What follows belongs to an exercise in optimizing a design on an open flow for small area and a short achievable clock period; a production flow would make more cautious choices. The RTL was checked by simulation tests, not by an equivalence proof against the original design. No activity file was given, so power comes from the tool's default toggle rates.

== lagoon ==
==> flow/design.v <==
`timescale 1ns/1ps
module fadd (
    input  logic        clk,
    input  logic [31:0] a,
    input  logic [31:0] b,
    output logic [31:0] c
);
  function automatic logic [27:0] add28(input logic [27:0] x, input logic [27:0] y, input logic ci);
    logic [27:0] g, p, h;
    integer l, i;
    h = x ^ y;
    g = x & y;
    p = h;
    g[0] = g[0] | (p[0] & ci);
    for (l = 1; l < 28; l = l * 2)
      for (i = 0; i < 28; i = i + 1)
        if ((i / l) % 2 == 1) begin
          g[i] = g[i] | (p[i] & g[(i / l) * l - 1]);
          p[i] = p[i] & p[(i / l) * l - 1];
        end
    add28 = h ^ {g[26:0], ci};
  endfunction
  logic        a_ge_b;
  logic [31:0] x, y;           
  logic [7:0]  ex, ey, d;
  logic [26:0] mx, my, sh;
  logic        kill;
  logic [27:0] sum;
  logic        sub;
  logic        eA255, eB255, mAz, mBz, nanA, nanB, infA, infB;
  logic        eA0, eB0;
  logic [1:0]  spc;            
  logic        sgn;
  always_comb begin
    logic [30:0] g, p;
    integer l, i;
    g = a[30:0] & ~b[30:0];
    p = a[30:0] | ~b[30:0];
    for (l = 1; l < 31; l = l * 2)
      for (i = 0; i < 31; i = i + 1)
        if ((i / l) % 2 == 1) begin
          g[i] = g[i] | (p[i] & g[(i / l) * l - 1]);
          p[i] = p[i] & p[(i / l) * l - 1];
        end
    a_ge_b = g[30] | p[30];
  end
  assign x = a_ge_b ? a : b;
  assign y = a_ge_b ? b : a;
  assign ex = x[30:23];
  assign ey = y[30:23];
  assign d  = ex - ey;
  assign mx = {1'b1, x[22:0], 3'b000};
  assign my = {1'b1, y[22:0], 3'b000};
  always_comb begin
    logic [26:0] t;
    logic        s;
    t = my; s = 1'b0;
    if (d[0]) begin s = s | t[0];        t = {1'b0, t[26:1]};  end
    if (d[1]) begin s = s | (|t[1:0]);   t = {2'b0, t[26:2]};  end
    if (d[2]) begin s = s | (|t[3:0]);   t = {4'b0, t[26:4]};  end
    if (d[3]) begin s = s | (|t[7:0]);   t = {8'b0, t[26:8]};  end
    if (d[4]) begin s = s | (|t[15:0]);  t = {16'b0, t[26:16]}; end
    kill = (d > 8'd26) | (ey == 8'd0);
    sh = kill ? 27'd0 : {t[26:1], t[0] | s};
  end
  assign sub = x[31] ^ y[31];
  assign sum = add28({1'b0, mx}, {1'b0, sh} ^ {28{sub}}, sub);
  assign eA255 = (a[30:23] == 8'hff);
  assign eB255 = (b[30:23] == 8'hff);
  assign mAz = (a[22:0] == 23'd0);
  assign mBz = (b[22:0] == 23'd0);
  assign nanA = eA255 & ~mAz;
  assign nanB = eB255 & ~mBz;
  assign infA = eA255 & mAz;
  assign infB = eB255 & mBz;
  assign eA0 = (a[30:23] == 8'd0);
  assign eB0 = (b[30:23] == 8'd0);
  always_comb begin
    sgn = x[31];
    if (nanA | nanB | (infA & infB & (a[31] ^ b[31]))) spc = 2'd3;
    else if (infA | infB) begin
      spc = 2'd2;
      sgn = infA ? a[31] : b[31];
    end
    else if (eA0 & eB0) spc = 2'd1;
    else spc = 2'd0;
  end
  logic [27:0] r_sum;
  logic [7:0]  r_ex;
  logic        r_sgn;
  logic [1:0]  r_spc;
  always_ff @(posedge clk) begin
    r_sum <= sum;
    r_ex  <= ex;
    r_sgn <= sgn;
    r_spc <= spc;
  end
  logic [26:0] n;
  logic [4:0]  lz;
  logic [7:0]  e;
  logic        zero;
  logic        up;
  logic [23:0] rm;
  logic        ovf;
  logic [7:0]  ef;
  always_comb begin
    logic [26:0] t;
    t = r_sum[26:0];
    lz[4] = (t[26:11] == 16'd0); if (lz[4]) t = {t[10:0], 16'd0};
    lz[3] = (t[26:19] == 8'd0);  if (lz[3]) t = {t[18:0], 8'd0};
    lz[2] = (t[26:23] == 4'd0);  if (lz[2]) t = {t[22:0], 4'd0};
    lz[1] = (t[26:25] == 2'd0);  if (lz[1]) t = {t[24:0], 2'd0};
    lz[0] = ~t[26];              if (lz[0]) t = {t[25:0], 1'b0};
    if (r_sum[27]) begin
      n = {r_sum[27:2], |r_sum[1:0]};
      e = r_ex + 8'd1;
      zero = 1'b0;
    end else begin
      n = t;
      e = r_ex - {3'b0, lz};
      zero = (r_sum[26:0] == 27'd0) | ({1'b0, r_ex} <= {4'b0, lz});
    end
  end
  always_comb begin
    logic [23:0] q;
    integer l, i;
    up = n[2] & (n[3] | n[1] | n[0]);
    q = n[26:3];
    for (l = 1; l < 24; l = l * 2)
      for (i = 0; i < 24; i = i + 1)
        if ((i / l) % 2 == 1) q[i] = q[i] & q[(i / l) * l - 1];
    rm = n[26:3] ^ {q[22:0] & {23{up}}, up};
    ovf = q[23] & up;
    ef = e + {7'd0, ovf};
  end
  always_comb begin
    case (r_spc)
      2'd3: c = 32'h7fffffff;
      2'd2: c = {r_sgn, 31'h7f800000};
      2'd1: c = 32'h0;
      default:
        if (zero) c = 32'h0;
        else if (ef == 8'hff) c = {r_sgn, 8'hff, 23'd0};
        else if (ef == 8'h00) c = {r_sgn, 31'd0};
        else c = {r_sgn, ef, rm[22:0]};
    endcase
  end
endmodule
Settings: LEC_CHECK=0, CAP_MARGIN=20, CORE_MARGIN=2, CORE_UTILIZATION=40, SLEW_MARGIN=20; clock period 18.0 ns.
standard.sh (not shown) runs the stock make flow with config.mk's settings and CLKGATE_MAP_FILE= SYNTH_SCRIPT=/design/flow/synth_recipe.tcl, a recipe that flattens the netlist after the stock synthesis.
==> flow/flow/run.sh <==
#!/bin/bash
set -euo pipefail
bash standard.sh SETUP_SLACK_MARGIN=9 finish > standard.log 2>&1
lagoon ended with every stage complete and zero timing, DRC or antenna violations.
Setup changes, lagoon to ember
==> flow/run.sh (new file) <==
#!/bin/bash
# synth_recipe.tcl (not shown) runs the flow's synth.tcl, then flattens the netlist and writes it again
# the make line also repeats each setting of config.mk as NAME=value (left out here)
make -C /OpenROAD-flow-scripts/flow DESIGN_CONFIG=/design/flow/config.mk WORK_HOME=/design/flow/orfs CLKGATE_MAP_FILE= SYNTH_SCRIPT=/design/flow/synth_recipe.tcl finish
removed: flow/flow/run.sh
removed: flow/standard.sh
--- outcome ---
- A capture point of the worst path of c[18] is what ember shows, while c[7] belongs to lagoon.
- ember vs lagoon — total routed wirelength dropped by more than 10%
- Delta (ember minus lagoon): sequential logic power now smaller, share of cell area taken by flip-flops and latches now larger.
- ember | stages: all done | timing, DRC, antenna: all pass
The following lists how tundra was set up differently from ember:
==> flow/flow/run.sh (new file) <==
#!/bin/bash
set -euo pipefail
bash standard.sh SETUP_SLACK_MARGIN=7 finish > standard.log 2>&1
==> flow/standard.sh (new file) <==
#!/bin/bash
# synth_recipe.tcl (not shown) runs the flow's synth.tcl, then flattens the netlist and writes it again
# the make line also repeats each setting of config.mk as NAME=value (left out here)
make -C /OpenROAD-flow-scripts/flow DESIGN_CONFIG=/design/flow/config.mk WORK_HOME=/design/flow/orfs CLKGATE_MAP_FILE= SYNTH_SCRIPT=/design/flow/synth_recipe.tcl "${@:-finish}"
removed: flow/run.sh
tundra ended with every stage complete and zero timing, DRC or antenna violations. Compare ember and tundra | arrival time reported for the critical path endpoint lower: tundra. Against ember, worst setup slack in tundra came out better. Diff ember and tundra: power share of the combinational group lower in ember. The master of the slowest instance on the critical path comes out inv_1 in one run and clkdlybuf4s50_1 in the other, namely in ember and tundra respectively. tundra gives more static power due to leakage than ember did.

## port drivers added, routing unchanged
How much do the figures lean on ideal ports? The routed layouts below were timed once more, with nothing changed but the port constraints. Step 1, drivers: a clkbuf_16 drives clk and a buf_2 each remaining input, both assumed. Step 2 adds t to the input delays and takes it off the output delays; t is the mean of the earliest and latest rising clock arrival at the registers after step 1. Input paths then give back, and output paths get back, about the clock's delay inside the block. Three values: ideal ports, drivers, drivers and shift; two values: the first two.
run | t, ns | slack for setup (ns) | worst slew at a driven data input, ns
lagoon | 0.322 | 7.981 / 7.944 / 8.241 | 0.07
ember | 0.316 | 5.905 / 5.867 / 5.831 | 0.06
tundra | 0.318 | 7.307 / 7.270 / 7.120 | 0.05
After both steps every run listed still meets setup and hold. The setup slack of tundra, which loses most, moves by -0.037 ns with the drivers and by -0.187 ns with both steps.
